This design comes from an exercise in tuning for small area, a short achievable clock period and few clock cycles on the open sky130 flow, not from production work.
For this run, only the layout was checked, not whether the RTL still works.
Power and IR drop assume default switching activity.

### design/flow/flow/run.sh
#!/bin/bash
# Standard ORFS layout, except that synthesis maps logic with ABC's area-oriented
# mapper (map -a) instead of the delay-oriented one. The synthesis script is
# synth_recipe.tcl with only the abc command's -script argument replaced, so the
# registers are the standard synthesis's.
# Ports are buffered with the smallest buffer, sky130_fd_sc_hd__buf_1.
set -euo pipefail
here=$(pwd)
export MY_ABC_SCRIPT=$here/flow/abc_area.script
{
  cat <<'TCL'
proc abc {args} {
  set i [lsearch -exact $args -script]
  if {$i >= 0} { lset args [expr {$i + 1}] $::env(MY_ABC_SCRIPT) }
  yosys abc {*}$args
}
TCL
  cat synth_recipe.tcl
} > my_synth.tcl
bash standard.sh SYNTH_SCRIPT=$here/my_synth.tcl "BUFFER_PORTS_ARGS=-buffer_cell sky130_fd_sc_hd__buf_1" finish > $here/flow_make.log 2>&1
### design/flow/config.mk
export PLATFORM = sky130hd
export DESIGN_NAME = lab9
export DESIGN_NICKNAME = lab9
export VERILOG_FILES = /design/flow/design.v
export SDC_FILE = /design/flow/constraint.sdc
export NUM_CORES = 4
export LEC_CHECK = 0
export CAP_MARGIN = 20
export CORE_MARGIN = 2
export CORE_UTILIZATION = 60
export SLEW_MARGIN = 20
### design/flow/constraint.sdc
create_clock -name core_clock -period 85.0 [get_ports {clk}]
set_input_delay 17.0000 -clock core_clock [delete_from_list [all_inputs] [get_ports {clk}]]
set_output_delay 17.0000 -clock core_clock [all_outputs]
set_load 0.01 [all_outputs]
### design/flow/flow/abc_area.script
strash
dch
map -a
### design/flow/standard.sh
#!/bin/bash
# synth_recipe.tcl (not shown) runs the flow's synth.tcl, then flattens the netlist and writes it again
# the make line also repeats each setting of config.mk as NAME=value (left out here)
make -C /OpenROAD-flow-scripts/flow DESIGN_CONFIG=/design/flow/config.mk WORK_HOME=/design/flow/orfs CLKGATE_MAP_FILE= SYNTH_SCRIPT=/design/flow/synth_recipe.tcl "${@:-finish}"
### design/flow/design.v
module lab9(input clk,
            input reset,
            input give_valid,
            input [13:0] Intake,
            output [13:0] UpPrime,
            output [13:0] LowPrime,
            output reg out_valid);
reg [12:0] up_q;      
reg [13:0] low_q;
reg pend_up, pend_low;
wire busy = pend_up | pend_low;
assign UpPrime  = {up_q, 1'b1};
assign LowPrime = low_q;
wire [7:0] blk = !busy ? Intake[13:6] : pend_up ? up_q[12:5] : low_q[13:6];
wire [5:0] off = Intake[5:0];
wire [31:0] word;
wire [15:0] row = 16'b1 << blk[7:4];
wire [15:0] t0_0 = 16'h1699;
wire [15:0] t0_1 = 16'h24c;
wire [15:0] t0_2 = 16'hc02;
wire [15:0] t0_3 = 16'h52;
wire [15:0] t0_4 = 16'h4a48;
wire [15:0] t0_5 = 16'h20a0;
wire [15:0] t0_6 = 16'h2048;
wire [15:0] t0_7 = 16'h1924;
wire [15:0] t0_8 = 16'ha0;
wire [15:0] t0_9 = 16'h452;
assign word[0] = (row[0] & t0_0[blk[3:0]]) | (row[1] & t0_1[blk[3:0]]) | (row[2] & t0_2[blk[3:0]]) | (row[3] & t0_3[blk[3:0]]) | (row[4] & t0_4[blk[3:0]]) | (row[5] & t0_5[blk[3:0]]) | (row[6] & t0_6[blk[3:0]]) | (row[7] & t0_7[blk[3:0]]) | (row[8] & t0_8[blk[3:0]]) | (row[9] & t0_9[blk[3:0]]);
wire [15:0] t1_0 = 16'h407;
wire [15:0] t1_1 = 16'h8412;
wire [15:0] t1_2 = 16'h902c;
wire [15:0] t1_3 = 16'h2814;
wire [15:0] t1_4 = 16'ha0c1;
wire [15:0] t1_5 = 16'h860;
wire [15:0] t1_6 = 16'h4102;
wire [15:0] t1_8 = 16'h5108;
wire [15:0] t1_9 = 16'hc22;
assign word[1] = (row[0] & t1_0[blk[3:0]]) | (row[1] & t1_1[blk[3:0]]) | (row[2] & t1_2[blk[3:0]]) | (row[3] & t1_3[blk[3:0]]) | (row[4] & t1_4[blk[3:0]]) | (row[5] & t1_5[blk[3:0]]) | (row[6] & t1_6[blk[3:0]]) | (row[8] & t1_8[blk[3:0]]) | (row[9] & t1_9[blk[3:0]]);
wire [15:0] t2_0 = 16'h1849;
wire [15:0] t2_1 = 16'h2c02;
wire [15:0] t2_2 = 16'h451;
wire [15:0] t2_3 = 16'h40;
wire [15:0] t2_4 = 16'h20b4;
wire [15:0] t2_5 = 16'h292;
wire [15:0] t2_6 = 16'h9124;
wire [15:0] t2_7 = 16'h4882;
wire [15:0] t2_8 = 16'ha448;
wire [15:0] t2_9 = 16'h10d;
assign word[2] = (row[0] & t2_0[blk[3:0]]) | (row[1] & t2_1[blk[3:0]]) | (row[2] & t2_2[blk[3:0]]) | (row[3] & t2_3[blk[3:0]]) | (row[4] & t2_4[blk[3:0]]) | (row[5] & t2_5[blk[3:0]]) | (row[6] & t2_6[blk[3:0]]) | (row[7] & t2_7[blk[3:0]]) | (row[8] & t2_8[blk[3:0]]) | (row[9] & t2_9[blk[3:0]]);
wire [15:0] t3_0 = 16'ha41b;
wire [15:0] t3_1 = 16'h309;
wire [15:0] t3_2 = 16'h2090;
wire [15:0] t3_3 = 16'h34c9;
wire [15:0] t3_4 = 16'h5224;
wire [15:0] t3_5 = 16'h100;
wire [15:0] t3_6 = 16'h2489;
wire [15:0] t3_7 = 16'h940;
wire [15:0] t3_8 = 16'h482;
wire [15:0] t3_9 = 16'h10;
assign word[3] = (row[0] & t3_0[blk[3:0]]) | (row[1] & t3_1[blk[3:0]]) | (row[2] & t3_2[blk[3:0]]) | (row[3] & t3_3[blk[3:0]]) | (row[4] & t3_4[blk[3:0]]) | (row[5] & t3_5[blk[3:0]]) | (row[6] & t3_6[blk[3:0]]) | (row[7] & t3_7[blk[3:0]]) | (row[8] & t3_8[blk[3:0]]) | (row[9] & t3_9[blk[3:0]]);
wire [15:0] t4_0 = 16'h186;
wire [15:0] t4_1 = 16'h9293;
wire [15:0] t4_2 = 16'h4260;
wire [15:0] t4_3 = 16'h184;
wire [15:0] t4_4 = 16'h2008;
wire [15:0] t4_5 = 16'h9120;
wire [15:0] t4_6 = 16'hc22;
wire [15:0] t4_7 = 16'h2659;
wire [15:0] t4_8 = 16'h9124;
wire [15:0] t4_9 = 16'h800;
assign word[4] = (row[0] & t4_0[blk[3:0]]) | (row[1] & t4_1[blk[3:0]]) | (row[2] & t4_2[blk[3:0]]) | (row[3] & t4_3[blk[3:0]]) | (row[4] & t4_4[blk[3:0]]) | (row[5] & t4_5[blk[3:0]]) | (row[6] & t4_6[blk[3:0]]) | (row[7] & t4_7[blk[3:0]]) | (row[8] & t4_8[blk[3:0]]) | (row[9] & t4_9[blk[3:0]]);
wire [15:0] t5_0 = 16'hc325;
wire [15:0] t5_1 = 16'h6094;
wire [15:0] t5_2 = 16'h8408;
wire [15:0] t5_3 = 16'h1241;
wire [15:0] t5_4 = 16'h4010;
wire [15:0] t5_5 = 16'h8018;
wire [15:0] t5_7 = 16'h2926;
wire [15:0] t5_8 = 16'h1200;
wire [15:0] t5_9 = 16'hb29;
assign word[5] = (row[0] & t5_0[blk[3:0]]) | (row[1] & t5_1[blk[3:0]]) | (row[2] & t5_2[blk[3:0]]) | (row[3] & t5_3[blk[3:0]]) | (row[4] & t5_4[blk[3:0]]) | (row[5] & t5_5[blk[3:0]]) | (row[7] & t5_7[blk[3:0]]) | (row[8] & t5_8[blk[3:0]]) | (row[9] & t5_9[blk[3:0]]);
wire [15:0] t6_0 = 16'h4d1;
wire [15:0] t6_1 = 16'hcb08;
wire [15:0] t6_2 = 16'h4020;
wire [15:0] t6_3 = 16'h30c0;
wire [15:0] t6_4 = 16'h1940;
wire [15:0] t6_5 = 16'h4086;
wire [15:0] t6_6 = 16'h202;
wire [15:0] t6_7 = 16'h1204;
wire [15:0] t6_8 = 16'h12;
wire [15:0] t6_9 = 16'hca;
assign word[6] = (row[0] & t6_0[blk[3:0]]) | (row[1] & t6_1[blk[3:0]]) | (row[2] & t6_2[blk[3:0]]) | (row[3] & t6_3[blk[3:0]]) | (row[4] & t6_4[blk[3:0]]) | (row[5] & t6_5[blk[3:0]]) | (row[6] & t6_6[blk[3:0]]) | (row[7] & t6_7[blk[3:0]]) | (row[8] & t6_8[blk[3:0]]) | (row[9] & t6_9[blk[3:0]]);
wire [15:0] t7_0 = 16'h4892;
wire [15:0] t7_1 = 16'ha0cb;
wire [15:0] t7_2 = 16'h8861;
wire [15:0] t7_3 = 16'h2430;
wire [15:0] t7_4 = 16'h2401;
wire [15:0] t7_5 = 16'h1b40;
wire [15:0] t7_6 = 16'h2884;
wire [15:0] t7_7 = 16'h1602;
wire [15:0] t7_8 = 16'h4320;
wire [15:0] t7_9 = 16'h5a0;
assign word[7] = (row[0] & t7_0[blk[3:0]]) | (row[1] & t7_1[blk[3:0]]) | (row[2] & t7_2[blk[3:0]]) | (row[3] & t7_3[blk[3:0]]) | (row[4] & t7_4[blk[3:0]]) | (row[5] & t7_5[blk[3:0]]) | (row[6] & t7_6[blk[3:0]]) | (row[7] & t7_7[blk[3:0]]) | (row[8] & t7_8[blk[3:0]]) | (row[9] & t7_9[blk[3:0]]);
wire [15:0] t8_0 = 16'h8261;
wire [15:0] t8_1 = 16'h21b0;
wire [15:0] t8_2 = 16'h3002;
wire [15:0] t8_3 = 16'h8805;
wire [15:0] t8_4 = 16'h4886;
wire [15:0] t8_5 = 16'h50;
wire [15:0] t8_6 = 16'hc328;
wire [15:0] t8_7 = 16'h6000;
wire [15:0] t8_8 = 16'h2403;
assign word[8] = (row[0] & t8_0[blk[3:0]]) | (row[1] & t8_1[blk[3:0]]) | (row[2] & t8_2[blk[3:0]]) | (row[3] & t8_3[blk[3:0]]) | (row[4] & t8_4[blk[3:0]]) | (row[5] & t8_5[blk[3:0]]) | (row[6] & t8_6[blk[3:0]]) | (row[7] & t8_7[blk[3:0]]) | (row[8] & t8_8[blk[3:0]]);
wire [15:0] t9_0 = 16'h148b;
wire [15:0] t9_1 = 16'h9a44;
wire [15:0] t9_2 = 16'h4502;
wire [15:0] t9_3 = 16'ha090;
wire [15:0] t9_4 = 16'h4204;
wire [15:0] t9_5 = 16'hd00;
wire [15:0] t9_6 = 16'h441;
wire [15:0] t9_7 = 16'h8121;
wire [15:0] t9_8 = 16'h2010;
wire [15:0] t9_9 = 16'h250;
assign word[9] = (row[0] & t9_0[blk[3:0]]) | (row[1] & t9_1[blk[3:0]]) | (row[2] & t9_2[blk[3:0]]) | (row[3] & t9_3[blk[3:0]]) | (row[4] & t9_4[blk[3:0]]) | (row[5] & t9_5[blk[3:0]]) | (row[6] & t9_6[blk[3:0]]) | (row[7] & t9_7[blk[3:0]]) | (row[8] & t9_8[blk[3:0]]) | (row[9] & t9_9[blk[3:0]]);
wire [15:0] t10_0 = 16'h2414;
wire [15:0] t10_1 = 16'h22da;
wire [15:0] t10_2 = 16'h1021;
wire [15:0] t10_3 = 16'h4ca4;
wire [15:0] t10_4 = 16'h8010;
wire [15:0] t10_5 = 16'hc308;
wire [15:0] t10_6 = 16'h2812;
wire [15:0] t10_7 = 16'h442;
wire [15:0] t10_8 = 16'hc040;
wire [15:0] t10_9 = 16'h900;
assign word[10] = (row[0] & t10_0[blk[3:0]]) | (row[1] & t10_1[blk[3:0]]) | (row[2] & t10_2[blk[3:0]]) | (row[3] & t10_3[blk[3:0]]) | (row[4] & t10_4[blk[3:0]]) | (row[5] & t10_5[blk[3:0]]) | (row[6] & t10_6[blk[3:0]]) | (row[7] & t10_7[blk[3:0]]) | (row[8] & t10_8[blk[3:0]]) | (row[9] & t10_9[blk[3:0]]);
wire [15:0] t11_0 = 16'hca05;
wire [15:0] t11_1 = 16'h2130;
wire [15:0] t11_2 = 16'h2600;
wire [15:0] t11_3 = 16'h1300;
wire [15:0] t11_4 = 16'h2480;
wire [15:0] t11_5 = 16'h4d0;
wire [15:0] t11_6 = 16'h8948;
wire [15:0] t11_7 = 16'h4180;
wire [15:0] t11_8 = 16'hc0;
wire [15:0] t11_9 = 16'h49;
assign word[11] = (row[0] & t11_0[blk[3:0]]) | (row[1] & t11_1[blk[3:0]]) | (row[2] & t11_2[blk[3:0]]) | (row[3] & t11_3[blk[3:0]]) | (row[4] & t11_4[blk[3:0]]) | (row[5] & t11_5[blk[3:0]]) | (row[6] & t11_6[blk[3:0]]) | (row[7] & t11_7[blk[3:0]]) | (row[8] & t11_8[blk[3:0]]) | (row[9] & t11_9[blk[3:0]]);
wire [15:0] t12_0 = 16'h2252;
wire [15:0] t12_1 = 16'h841;
wire [15:0] t12_2 = 16'h4ca2;
wire [15:0] t12_3 = 16'ha200;
wire [15:0] t12_4 = 16'h9020;
wire [15:0] t12_5 = 16'h906;
wire [15:0] t12_6 = 16'ha048;
wire [15:0] t12_7 = 16'h4045;
wire [15:0] t12_8 = 16'h2020;
wire [15:0] t12_9 = 16'h299;
assign word[12] = (row[0] & t12_0[blk[3:0]]) | (row[1] & t12_1[blk[3:0]]) | (row[2] & t12_2[blk[3:0]]) | (row[3] & t12_3[blk[3:0]]) | (row[4] & t12_4[blk[3:0]]) | (row[5] & t12_5[blk[3:0]]) | (row[6] & t12_6[blk[3:0]]) | (row[7] & t12_7[blk[3:0]]) | (row[8] & t12_8[blk[3:0]]) | (row[9] & t12_9[blk[3:0]]);
wire [15:0] t13_0 = 16'h2030;
wire [15:0] t13_1 = 16'h8291;
wire [15:0] t13_2 = 16'h504c;
wire [15:0] t13_3 = 16'h2c82;
wire [15:0] t13_4 = 16'h40;
wire [15:0] t13_5 = 16'h4941;
wire [15:0] t13_6 = 16'hb4;
wire [15:0] t13_7 = 16'h1090;
wire [15:0] t13_8 = 16'h921;
wire [15:0] t13_9 = 16'h404;
assign word[13] = (row[0] & t13_0[blk[3:0]]) | (row[1] & t13_1[blk[3:0]]) | (row[2] & t13_2[blk[3:0]]) | (row[3] & t13_3[blk[3:0]]) | (row[4] & t13_4[blk[3:0]]) | (row[5] & t13_5[blk[3:0]]) | (row[6] & t13_6[blk[3:0]]) | (row[7] & t13_7[blk[3:0]]) | (row[8] & t13_8[blk[3:0]]) | (row[9] & t13_9[blk[3:0]]);
wire [15:0] t14_0 = 16'h1925;
wire [15:0] t14_1 = 16'h4426;
wire [15:0] t14_2 = 16'ha01a;
wire [15:0] t14_3 = 16'h304;
wire [15:0] t14_4 = 16'h6104;
wire [15:0] t14_5 = 16'h2000;
wire [15:0] t14_6 = 16'h4005;
wire [15:0] t14_7 = 16'h4820;
wire [15:0] t14_8 = 16'h8481;
wire [15:0] t14_9 = 16'h848;
assign word[14] = (row[0] & t14_0[blk[3:0]]) | (row[1] & t14_1[blk[3:0]]) | (row[2] & t14_2[blk[3:0]]) | (row[3] & t14_3[blk[3:0]]) | (row[4] & t14_4[blk[3:0]]) | (row[5] & t14_5[blk[3:0]]) | (row[6] & t14_6[blk[3:0]]) | (row[7] & t14_7[blk[3:0]]) | (row[8] & t14_8[blk[3:0]]) | (row[9] & t14_9[blk[3:0]]);
wire [15:0] t15_0 = 16'ha289;
wire [15:0] t15_1 = 16'h5940;
wire [15:0] t15_2 = 16'h526;
wire [15:0] t15_3 = 16'h12;
wire [15:0] t15_4 = 16'hcb21;
wire [15:0] t15_5 = 16'h4434;
wire [15:0] t15_6 = 16'h8;
wire [15:0] t15_7 = 16'h40;
wire [15:0] t15_8 = 16'h422;
wire [15:0] t15_9 = 16'h44a;
assign word[15] = (row[0] & t15_0[blk[3:0]]) | (row[1] & t15_1[blk[3:0]]) | (row[2] & t15_2[blk[3:0]]) | (row[3] & t15_3[blk[3:0]]) | (row[4] & t15_4[blk[3:0]]) | (row[5] & t15_5[blk[3:0]]) | (row[6] & t15_6[blk[3:0]]) | (row[7] & t15_7[blk[3:0]]) | (row[8] & t15_8[blk[3:0]]) | (row[9] & t15_9[blk[3:0]]);
wire [15:0] t16_0 = 16'h4422;
wire [15:0] t16_1 = 16'ha408;
wire [15:0] t16_2 = 16'h8309;
wire [15:0] t16_3 = 16'h4112;
wire [15:0] t16_4 = 16'h41;
wire [15:0] t16_5 = 16'h8805;
wire [15:0] t16_6 = 16'h100;
wire [15:0] t16_7 = 16'h8498;
wire [15:0] t16_8 = 16'h944;
wire [15:0] t16_9 = 16'h84;
assign word[16] = (row[0] & t16_0[blk[3:0]]) | (row[1] & t16_1[blk[3:0]]) | (row[2] & t16_2[blk[3:0]]) | (row[3] & t16_3[blk[3:0]]) | (row[4] & t16_4[blk[3:0]]) | (row[5] & t16_5[blk[3:0]]) | (row[6] & t16_6[blk[3:0]]) | (row[7] & t16_7[blk[3:0]]) | (row[8] & t16_8[blk[3:0]]) | (row[9] & t16_9[blk[3:0]]);
wire [15:0] t17_0 = 16'h94c;
wire [15:0] t17_1 = 16'h506;
wire [15:0] t17_2 = 16'h12d1;
wire [15:0] t17_3 = 16'h4048;
wire [15:0] t17_4 = 16'h124;
wire [15:0] t17_5 = 16'h3008;
wire [15:0] t17_6 = 16'h1940;
wire [15:0] t17_7 = 16'h834;
wire [15:0] t17_8 = 16'ha60a;
assign word[17] = (row[0] & t17_0[blk[3:0]]) | (row[1] & t17_1[blk[3:0]]) | (row[2] & t17_2[blk[3:0]]) | (row[3] & t17_3[blk[3:0]]) | (row[4] & t17_4[blk[3:0]]) | (row[5] & t17_5[blk[3:0]]) | (row[6] & t17_6[blk[3:0]]) | (row[7] & t17_7[blk[3:0]]) | (row[8] & t17_8[blk[3:0]]);
wire [15:0] t18_0 = 16'h865b;
wire [15:0] t18_1 = 16'h221;
wire [15:0] t18_2 = 16'h2814;
wire [15:0] t18_3 = 16'h1089;
wire [15:0] t18_4 = 16'h45;
wire [15:0] t18_5 = 16'h4930;
wire [15:0] t18_6 = 16'h3008;
wire [15:0] t18_7 = 16'h4144;
wire [15:0] t18_8 = 16'h982;
wire [15:0] t18_9 = 16'h200;
assign word[18] = (row[0] & t18_0[blk[3:0]]) | (row[1] & t18_1[blk[3:0]]) | (row[2] & t18_2[blk[3:0]]) | (row[3] & t18_3[blk[3:0]]) | (row[4] & t18_4[blk[3:0]]) | (row[5] & t18_5[blk[3:0]]) | (row[6] & t18_6[blk[3:0]]) | (row[7] & t18_7[blk[3:0]]) | (row[8] & t18_8[blk[3:0]]) | (row[9] & t18_9[blk[3:0]]);
wire [15:0] t19_0 = 16'h8a6;
wire [15:0] t19_1 = 16'h10d1;
wire [15:0] t19_2 = 16'ha01;
wire [15:0] t19_3 = 16'h6180;
wire [15:0] t19_4 = 16'h30d8;
wire [15:0] t19_5 = 16'h1028;
wire [15:0] t19_6 = 16'h4406;
wire [15:0] t19_7 = 16'ha041;
wire [15:0] t19_8 = 16'h5209;
wire [15:0] t19_9 = 16'h112;
assign word[19] = (row[0] & t19_0[blk[3:0]]) | (row[1] & t19_1[blk[3:0]]) | (row[2] & t19_2[blk[3:0]]) | (row[3] & t19_3[blk[3:0]]) | (row[4] & t19_4[blk[3:0]]) | (row[5] & t19_5[blk[3:0]]) | (row[6] & t19_6[blk[3:0]]) | (row[7] & t19_7[blk[3:0]]) | (row[8] & t19_8[blk[3:0]]) | (row[9] & t19_9[blk[3:0]]);
wire [15:0] t20_0 = 16'h5209;
wire [15:0] t20_1 = 16'h16;
wire [15:0] t20_2 = 16'h944b;
wire [15:0] t20_3 = 16'h9020;
wire [15:0] t20_4 = 16'h2122;
wire [15:0] t20_5 = 16'h8610;
wire [15:0] t20_6 = 16'h240;
wire [15:0] t20_7 = 16'h20;
wire [15:0] t20_8 = 16'h1083;
wire [15:0] t20_9 = 16'h301;
assign word[20] = (row[0] & t20_0[blk[3:0]]) | (row[1] & t20_1[blk[3:0]]) | (row[2] & t20_2[blk[3:0]]) | (row[3] & t20_3[blk[3:0]]) | (row[4] & t20_4[blk[3:0]]) | (row[5] & t20_5[blk[3:0]]) | (row[6] & t20_6[blk[3:0]]) | (row[7] & t20_7[blk[3:0]]) | (row[8] & t20_8[blk[3:0]]) | (row[9] & t20_9[blk[3:0]]);
wire [15:0] t21_0 = 16'h1683;
wire [15:0] t21_1 = 16'h8148;
wire [15:0] t21_2 = 16'h4b0;
wire [15:0] t21_3 = 16'h2258;
wire [15:0] t21_4 = 16'h8141;
wire [15:0] t21_5 = 16'h832;
wire [15:0] t21_6 = 16'h2648;
wire [15:0] t21_7 = 16'h8101;
wire [15:0] t21_8 = 16'h2104;
wire [15:0] t21_9 = 16'h42;
assign word[21] = (row[0] & t21_0[blk[3:0]]) | (row[1] & t21_1[blk[3:0]]) | (row[2] & t21_2[blk[3:0]]) | (row[3] & t21_3[blk[3:0]]) | (row[4] & t21_4[blk[3:0]]) | (row[5] & t21_5[blk[3:0]]) | (row[6] & t21_6[blk[3:0]]) | (row[7] & t21_7[blk[3:0]]) | (row[8] & t21_8[blk[3:0]]) | (row[9] & t21_9[blk[3:0]]);
wire [15:0] t22_0 = 16'h6106;
wire [15:0] t22_1 = 16'ha441;
wire [15:0] t22_2 = 16'h1844;
wire [15:0] t22_3 = 16'h4812;
wire [15:0] t22_4 = 16'hb010;
wire [15:0] t22_5 = 16'ha00;
wire [15:0] t22_6 = 16'h584;
wire [15:0] t22_7 = 16'h601;
wire [15:0] t22_8 = 16'h4809;
wire [15:0] t22_9 = 16'h400;
assign word[22] = (row[0] & t22_0[blk[3:0]]) | (row[1] & t22_1[blk[3:0]]) | (row[2] & t22_2[blk[3:0]]) | (row[3] & t22_3[blk[3:0]]) | (row[4] & t22_4[blk[3:0]]) | (row[5] & t22_5[blk[3:0]]) | (row[6] & t22_6[blk[3:0]]) | (row[7] & t22_7[blk[3:0]]) | (row[8] & t22_8[blk[3:0]]) | (row[9] & t22_9[blk[3:0]]);
wire [15:0] t23_0 = 16'h869;
wire [15:0] t23_1 = 16'h110;
wire [15:0] t23_2 = 16'h2298;
wire [15:0] t23_3 = 16'h8901;
wire [15:0] t23_4 = 16'h44a4;
wire [15:0] t23_5 = 16'h603;
wire [15:0] t23_6 = 16'h9100;
wire [15:0] t23_7 = 16'h4900;
wire [15:0] t23_8 = 16'h9048;
wire [15:0] t23_9 = 16'ha04;
assign word[23] = (row[0] & t23_0[blk[3:0]]) | (row[1] & t23_1[blk[3:0]]) | (row[2] & t23_2[blk[3:0]]) | (row[3] & t23_3[blk[3:0]]) | (row[4] & t23_4[blk[3:0]]) | (row[5] & t23_5[blk[3:0]]) | (row[6] & t23_6[blk[3:0]]) | (row[7] & t23_7[blk[3:0]]) | (row[8] & t23_8[blk[3:0]]) | (row[9] & t23_9[blk[3:0]]);
wire [15:0] t24_0 = 16'ha04a;
wire [15:0] t24_1 = 16'h804;
wire [15:0] t24_2 = 16'h922;
wire [15:0] t24_3 = 16'h1609;
wire [15:0] t24_4 = 16'h30c;
wire [15:0] t24_5 = 16'h6;
wire [15:0] t24_6 = 16'h1452;
wire [15:0] t24_7 = 16'h220;
wire [15:0] t24_8 = 16'h4184;
wire [15:0] t24_9 = 16'h50;
assign word[24] = (row[0] & t24_0[blk[3:0]]) | (row[1] & t24_1[blk[3:0]]) | (row[2] & t24_2[blk[3:0]]) | (row[3] & t24_3[blk[3:0]]) | (row[4] & t24_4[blk[3:0]]) | (row[5] & t24_5[blk[3:0]]) | (row[6] & t24_6[blk[3:0]]) | (row[7] & t24_7[blk[3:0]]) | (row[8] & t24_8[blk[3:0]]) | (row[9] & t24_9[blk[3:0]]);
wire [15:0] t25_0 = 16'h6594;
wire [15:0] t25_1 = 16'h20c0;
wire [15:0] t25_2 = 16'h801;
wire [15:0] t25_3 = 16'h4086;
wire [15:0] t25_4 = 16'h860a;
wire [15:0] t25_5 = 16'hd101;
wire [15:0] t25_6 = 16'h2814;
wire [15:0] t25_7 = 16'h804b;
wire [15:0] t25_8 = 16'h9261;
wire [15:0] t25_9 = 16'h420;
assign word[25] = (row[0] & t25_0[blk[3:0]]) | (row[1] & t25_1[blk[3:0]]) | (row[2] & t25_2[blk[3:0]]) | (row[3] & t25_3[blk[3:0]]) | (row[4] & t25_4[blk[3:0]]) | (row[5] & t25_5[blk[3:0]]) | (row[6] & t25_6[blk[3:0]]) | (row[7] & t25_7[blk[3:0]]) | (row[8] & t25_8[blk[3:0]]) | (row[9] & t25_9[blk[3:0]]);
wire [15:0] t26_0 = 16'h9825;
wire [15:0] t26_1 = 16'h4000;
wire [15:0] t26_2 = 16'h8698;
wire [15:0] t26_3 = 16'h4304;
wire [15:0] t26_4 = 16'h480;
wire [15:0] t26_5 = 16'h8642;
wire [15:0] t26_6 = 16'h149;
wire [15:0] t26_7 = 16'h60b4;
wire [15:0] t26_8 = 16'h12d0;
wire [15:0] t26_9 = 16'h90c;
assign word[26] = (row[0] & t26_0[blk[3:0]]) | (row[1] & t26_1[blk[3:0]]) | (row[2] & t26_2[blk[3:0]]) | (row[3] & t26_3[blk[3:0]]) | (row[4] & t26_4[blk[3:0]]) | (row[5] & t26_5[blk[3:0]]) | (row[6] & t26_6[blk[3:0]]) | (row[7] & t26_7[blk[3:0]]) | (row[8] & t26_8[blk[3:0]]) | (row[9] & t26_9[blk[3:0]]);
wire [15:0] t27_0 = 16'h32d0;
wire [15:0] t27_1 = 16'h9820;
wire [15:0] t27_2 = 16'h40a0;
wire [15:0] t27_3 = 16'h44a;
wire [15:0] t27_4 = 16'h1100;
wire [15:0] t27_5 = 16'h2894;
wire [15:0] t27_6 = 16'h9003;
wire [15:0] t27_7 = 16'h844;
wire [15:0] t27_8 = 16'hc02;
wire [15:0] t27_9 = 16'h88;
assign word[27] = (row[0] & t27_0[blk[3:0]]) | (row[1] & t27_1[blk[3:0]]) | (row[2] & t27_2[blk[3:0]]) | (row[3] & t27_3[blk[3:0]]) | (row[4] & t27_4[blk[3:0]]) | (row[5] & t27_5[blk[3:0]]) | (row[6] & t27_6[blk[3:0]]) | (row[7] & t27_7[blk[3:0]]) | (row[8] & t27_8[blk[3:0]]) | (row[9] & t27_9[blk[3:0]]);
wire [15:0] t28_0 = 16'h4910;
wire [15:0] t28_1 = 16'h2600;
wire [15:0] t28_2 = 16'h4108;
wire [15:0] t28_3 = 16'hc24;
wire [15:0] t28_4 = 16'h8613;
wire [15:0] t28_5 = 16'h4900;
wire [15:0] t28_6 = 16'h424;
wire [15:0] t28_7 = 16'h1098;
wire [15:0] t28_8 = 16'h8104;
wire [15:0] t28_9 = 16'h82;
assign word[28] = (row[0] & t28_0[blk[3:0]]) | (row[1] & t28_1[blk[3:0]]) | (row[2] & t28_2[blk[3:0]]) | (row[3] & t28_3[blk[3:0]]) | (row[4] & t28_4[blk[3:0]]) | (row[5] & t28_5[blk[3:0]]) | (row[6] & t28_6[blk[3:0]]) | (row[7] & t28_7[blk[3:0]]) | (row[8] & t28_8[blk[3:0]]) | (row[9] & t28_9[blk[3:0]]);
wire [15:0] t29_0 = 16'h9169;
wire [15:0] t29_1 = 16'h4c80;
wire [15:0] t29_2 = 16'ha200;
wire [15:0] t29_3 = 16'hc10c;
wire [15:0] t29_4 = 16'h6086;
wire [15:0] t29_5 = 16'h2041;
wire [15:0] t29_6 = 16'h1a01;
wire [15:0] t29_7 = 16'h6420;
wire [15:0] t29_8 = 16'h88;
wire [15:0] t29_9 = 16'h30c;
assign word[29] = (row[0] & t29_0[blk[3:0]]) | (row[1] & t29_1[blk[3:0]]) | (row[2] & t29_2[blk[3:0]]) | (row[3] & t29_3[blk[3:0]]) | (row[4] & t29_4[blk[3:0]]) | (row[5] & t29_5[blk[3:0]]) | (row[6] & t29_6[blk[3:0]]) | (row[7] & t29_7[blk[3:0]]) | (row[8] & t29_8[blk[3:0]]) | (row[9] & t29_9[blk[3:0]]);
wire [15:0] t30_0 = 16'h9491;
wire [15:0] t30_1 = 16'h90c;
wire [15:0] t30_2 = 16'h584;
wire [15:0] t30_3 = 16'h82d0;
wire [15:0] t30_4 = 16'ha09;
wire [15:0] t30_5 = 16'h534;
wire [15:0] t30_6 = 16'h28a;
wire [15:0] t30_7 = 16'h921;
wire [15:0] t30_8 = 16'h422;
wire [15:0] t30_9 = 16'h53;
assign word[30] = (row[0] & t30_0[blk[3:0]]) | (row[1] & t30_1[blk[3:0]]) | (row[2] & t30_2[blk[3:0]]) | (row[3] & t30_3[blk[3:0]]) | (row[4] & t30_4[blk[3:0]]) | (row[5] & t30_5[blk[3:0]]) | (row[6] & t30_6[blk[3:0]]) | (row[7] & t30_7[blk[3:0]]) | (row[8] & t30_8[blk[3:0]]) | (row[9] & t30_9[blk[3:0]]);
wire [15:0] t31_0 = 16'h26;
wire [15:0] t31_1 = 16'h24b;
wire [15:0] t31_2 = 16'h1205;
wire [15:0] t31_3 = 16'h2090;
wire [15:0] t31_4 = 16'h8401;
wire [15:0] t31_5 = 16'hc020;
wire [15:0] t31_6 = 16'h6902;
wire [15:0] t31_7 = 16'h8010;
wire [15:0] t31_8 = 16'h4208;
wire [15:0] t31_9 = 16'h102;
assign word[31] = (row[0] & t31_0[blk[3:0]]) | (row[1] & t31_1[blk[3:0]]) | (row[2] & t31_2[blk[3:0]]) | (row[3] & t31_3[blk[3:0]]) | (row[4] & t31_4[blk[3:0]]) | (row[5] & t31_5[blk[3:0]]) | (row[6] & t31_6[blk[3:0]]) | (row[7] & t31_7[blk[3:0]]) | (row[8] & t31_8[blk[3:0]]) | (row[9] & t31_9[blk[3:0]]);
reg [31:0] mu, ml;
integer i;
always @* begin
  for (i = 0; i < 32; i = i + 1) begin
    mu[i] = busy | (2*i+1 > off);
    ml[i] = busy | (2*i+1 < off);
  end
end
wire [31:0] cu = word & mu;
wire [31:0] cl = word & ml;
reg [4:0] iu, il;
always @* begin
  iu = 5'd0;
  for (i = 31; i >= 0; i = i - 1) if (cu[i]) iu = i;
  il = 5'd0;
  for (i = 0; i < 32; i = i + 1) if (cl[i]) il = i;
end
wire fu = |cu;
wire fl = |cl;
wire n_is3 = Intake[13:2] == 12'd0;    
always @(posedge clk or posedge reset) begin
  if (reset) begin
    pend_up <= 1'b0;
    pend_low <= 1'b0;
    out_valid <= 1'b0;
  end else if (!busy) begin
    pend_up <= give_valid & ~fu;
    pend_low <= give_valid & ~fl;
    out_valid <= give_valid & fu & fl;
  end else if (pend_up) begin
    pend_up <= ~fu;
    out_valid <= fu & ~pend_low;
  end else begin
    pend_low <= ~fl;
    out_valid <= fl;
  end
end
always @(posedge clk) begin
  if (!busy) begin
    up_q <= fu ? {blk, iu} : {blk + 8'd1, 5'd0};
    low_q <= fl ? (n_is3 ? 14'd2 : {blk, il, 1'b1}) : {blk - 8'd1, 6'd0};
  end else if (pend_up) begin
    if (!fu) up_q <= {blk + 8'd1, 5'd0};
    else up_q <= {blk, iu};
  end else begin
    if (!fl) low_q <= {blk - 8'd1, 6'd0};
    else low_q <= {blk, il, 1'b1};
  end
end
endmodule
==> notes.md <==
==> how the worst min path moves through the flow <==
| stage | endpoint | startpoint | cells past startpoint | slack, ns |
|---|---|---|---|---|
| 2_1_floorplan | pend_low | pend_low | 2 | 0.51 |
| 3_3_place_gp | pend_low | pend_low | 2 | 0.55 |
| 3_5_place_dp | pend_low | pend_low | 2 | 0.56 |
| 4_1_cts | pend_low | pend_low | 2 | 0.58 |
==> through the flow <==
stage | instance area [µm²] | setup WS (ns)
after floorplan | 6470 | 60.77
after global placement | 6940 | 61.66
after detailed placement | 6940 | 61.81
after CTS | 7050 | 62.12
==> power by group through the flow <==
stage                     Combinational [µW]  Clock, µW  Sequential (µW)
after floorplan                          158          0             36.0
after global placement                   246          0             32.9
after detailed placement                 244          0             33.0
after CTS                                245       15.1             32.7
==> Yosys cell counts, types with 2 or more instances <==
master / n / share of area, %
nand2_1: 139 / 8.1
nor3_1: 64 / 5.0
o311ai_0: 11 / 1.5
and2_2: 5 / 0.58
xor2_1: 6 / 0.81
nand4_1: 24 / 2.3
or2_2: 6 / 0.58
nor2_1: 225 / 13
edfxtp_1: 27 / 13
nor4_1: 8 / 0.77
a22oi_1: 13 / 1.5
ha_1: 15 / 2.9
o221ai_1: 3 / 0.41
a311oi_1: 13 / 1.8
clkinv_1: 185 / 11
o21a_1: 3 / 0.35
o21bai_1: 5 / 0.58
o21ai_0: 85 / 6.6
o211ai_1: 16 / 1.9
a221oi_1: 5 / 0.68
dfrtp_1: 3 / 1.2
a21boi_0: 2 / 0.23
o2111ai_1: 16 / 2.2
o22ai_1: 5 / 0.48
nand3_1: 130 / 10
o31ai_1: 9 / 1.0
a211oi_1: 3 / 0.35
a2111oi_0: 4 / 0.54
a31oi_1: 38 / 3.7
a21oi_1: 80 / 6.2
==> logic make-up after synthesis <==
group / share of synthesized area (%)
adders and majority gates: 2.90
other: 0.0580
and+or+nand+nor: 40.8
DFF: 13.7
AOI/OAI and AO/OA: 30.9
buffers and inverters: 10.9
xor gates and xnor gates: 0.812
==> metal layers <==
metal	track usage (%)	GRT overflow
met1	74.4	1
met3	59.2	1
met2	85.4	1
met5	28.6	0
met4	62.3	2
==> impl_results.html <==
<table>
<tr><th>Metric</th><th>Value</th></tr>
<tr><th colspan="2">Floorplanning</th></tr>
<tr><td>Width of the die</td><td>108 µm</td></tr>
<tr><td>Initial Util</td><td>62.1%</td></tr>
<tr><td>Die outline height</td><td>108 µm</td></tr>
<tr><td>Number of placement rows</td><td>37</td></tr>
<tr><td>Total I/O pin count</td><td>46</td></tr>
<tr><th colspan="2">Clock network</th></tr>
<tr><td>TritonCTS sink count</td><td>30</td></tr>
<tr><td>H-tree levels</td><td>2</td></tr>
<tr><td>Quantity of hold-fixing buffers added after cts</td><td>0</td></tr>
<tr><td>Post-cts resize count</td><td>0</td></tr>
<tr><td>Post-CTS setup-driven buffer insertion count</td><td>0</td></tr>
<tr><td>Buffer levels on the longest clock path</td><td>2</td></tr>
<tr><td>Root buffer cell</td><td>clkbuf_8</td></tr>
<tr><td>Cts bufs inserted</td><td>5</td></tr>
<tr><th colspan="2">Run status</th></tr>
<tr><td>Stopped at</td><td>global routing</td></tr>
<tr><td>First error line in the log</td><td>[ERROR GRT-0116] Global routing finished with congestion. Check the congestion regions in the DRC Viewer.</td></tr>
<tr><td>Status</td><td>did not finish</td></tr>
<tr><th colspan="2">Yosys</th></tr>
<tr><td>Top FF cell, synth</td><td>edfxtp_1</td></tr>
<tr><td>Syn Nets</td><td>1,192</td></tr>
<tr><td>Ys async rst share</td><td>10.0%</td></tr>
<tr><td>Syn_area_per_cell</td><td>5.58 µm²</td></tr>
<tr><td>Count of warnings emitted by yosys</td><td>1</td></tr>
<tr><td>Post-synthesis cell area</td><td>0.00647 mm²</td></tr>
<tr><td>Number of synthesized flops with an enable pin</td><td>27</td></tr>
<tr><td>Post-synthesis sequential area ratio</td><td>13.7%</td></tr>
<tr><td>Cell variety after synth</td><td>42</td></tr>
<tr><td>Count of state elements after synthesis</td><td>30</td></tr>
<tr><td>Post-synthesis instance total</td><td>1,160</td></tr>
<tr><th colspan="2">Placed design</th></tr>
<tr><td>HPWL after detailed placement</td><td>25,600 µm</td></tr>
<tr><td>Cell count after placement</td><td>1,356</td></tr>
<tr><td>Placer's final routability congestion estimate</td><td>1.60</td></tr>
<tr><td>Quantity of I/O buffers inserted on ports</td><td>44</td></tr>
<tr><th colspan="2">Global routing</th></tr>
<tr><td>First-pass GRT wire length</td><td>62,200 µm</td></tr>
<tr><td>Vias in the first global route</td><td>10,300</td></tr>
<tr><td>GRT Total Usage</td><td>71.4%</td></tr>
<tr><td>Gr ovfl total</td><td>5</td></tr>
<tr><td>Maximum number of pins on one net before global-route repair</td><td>62</td></tr>
</table>
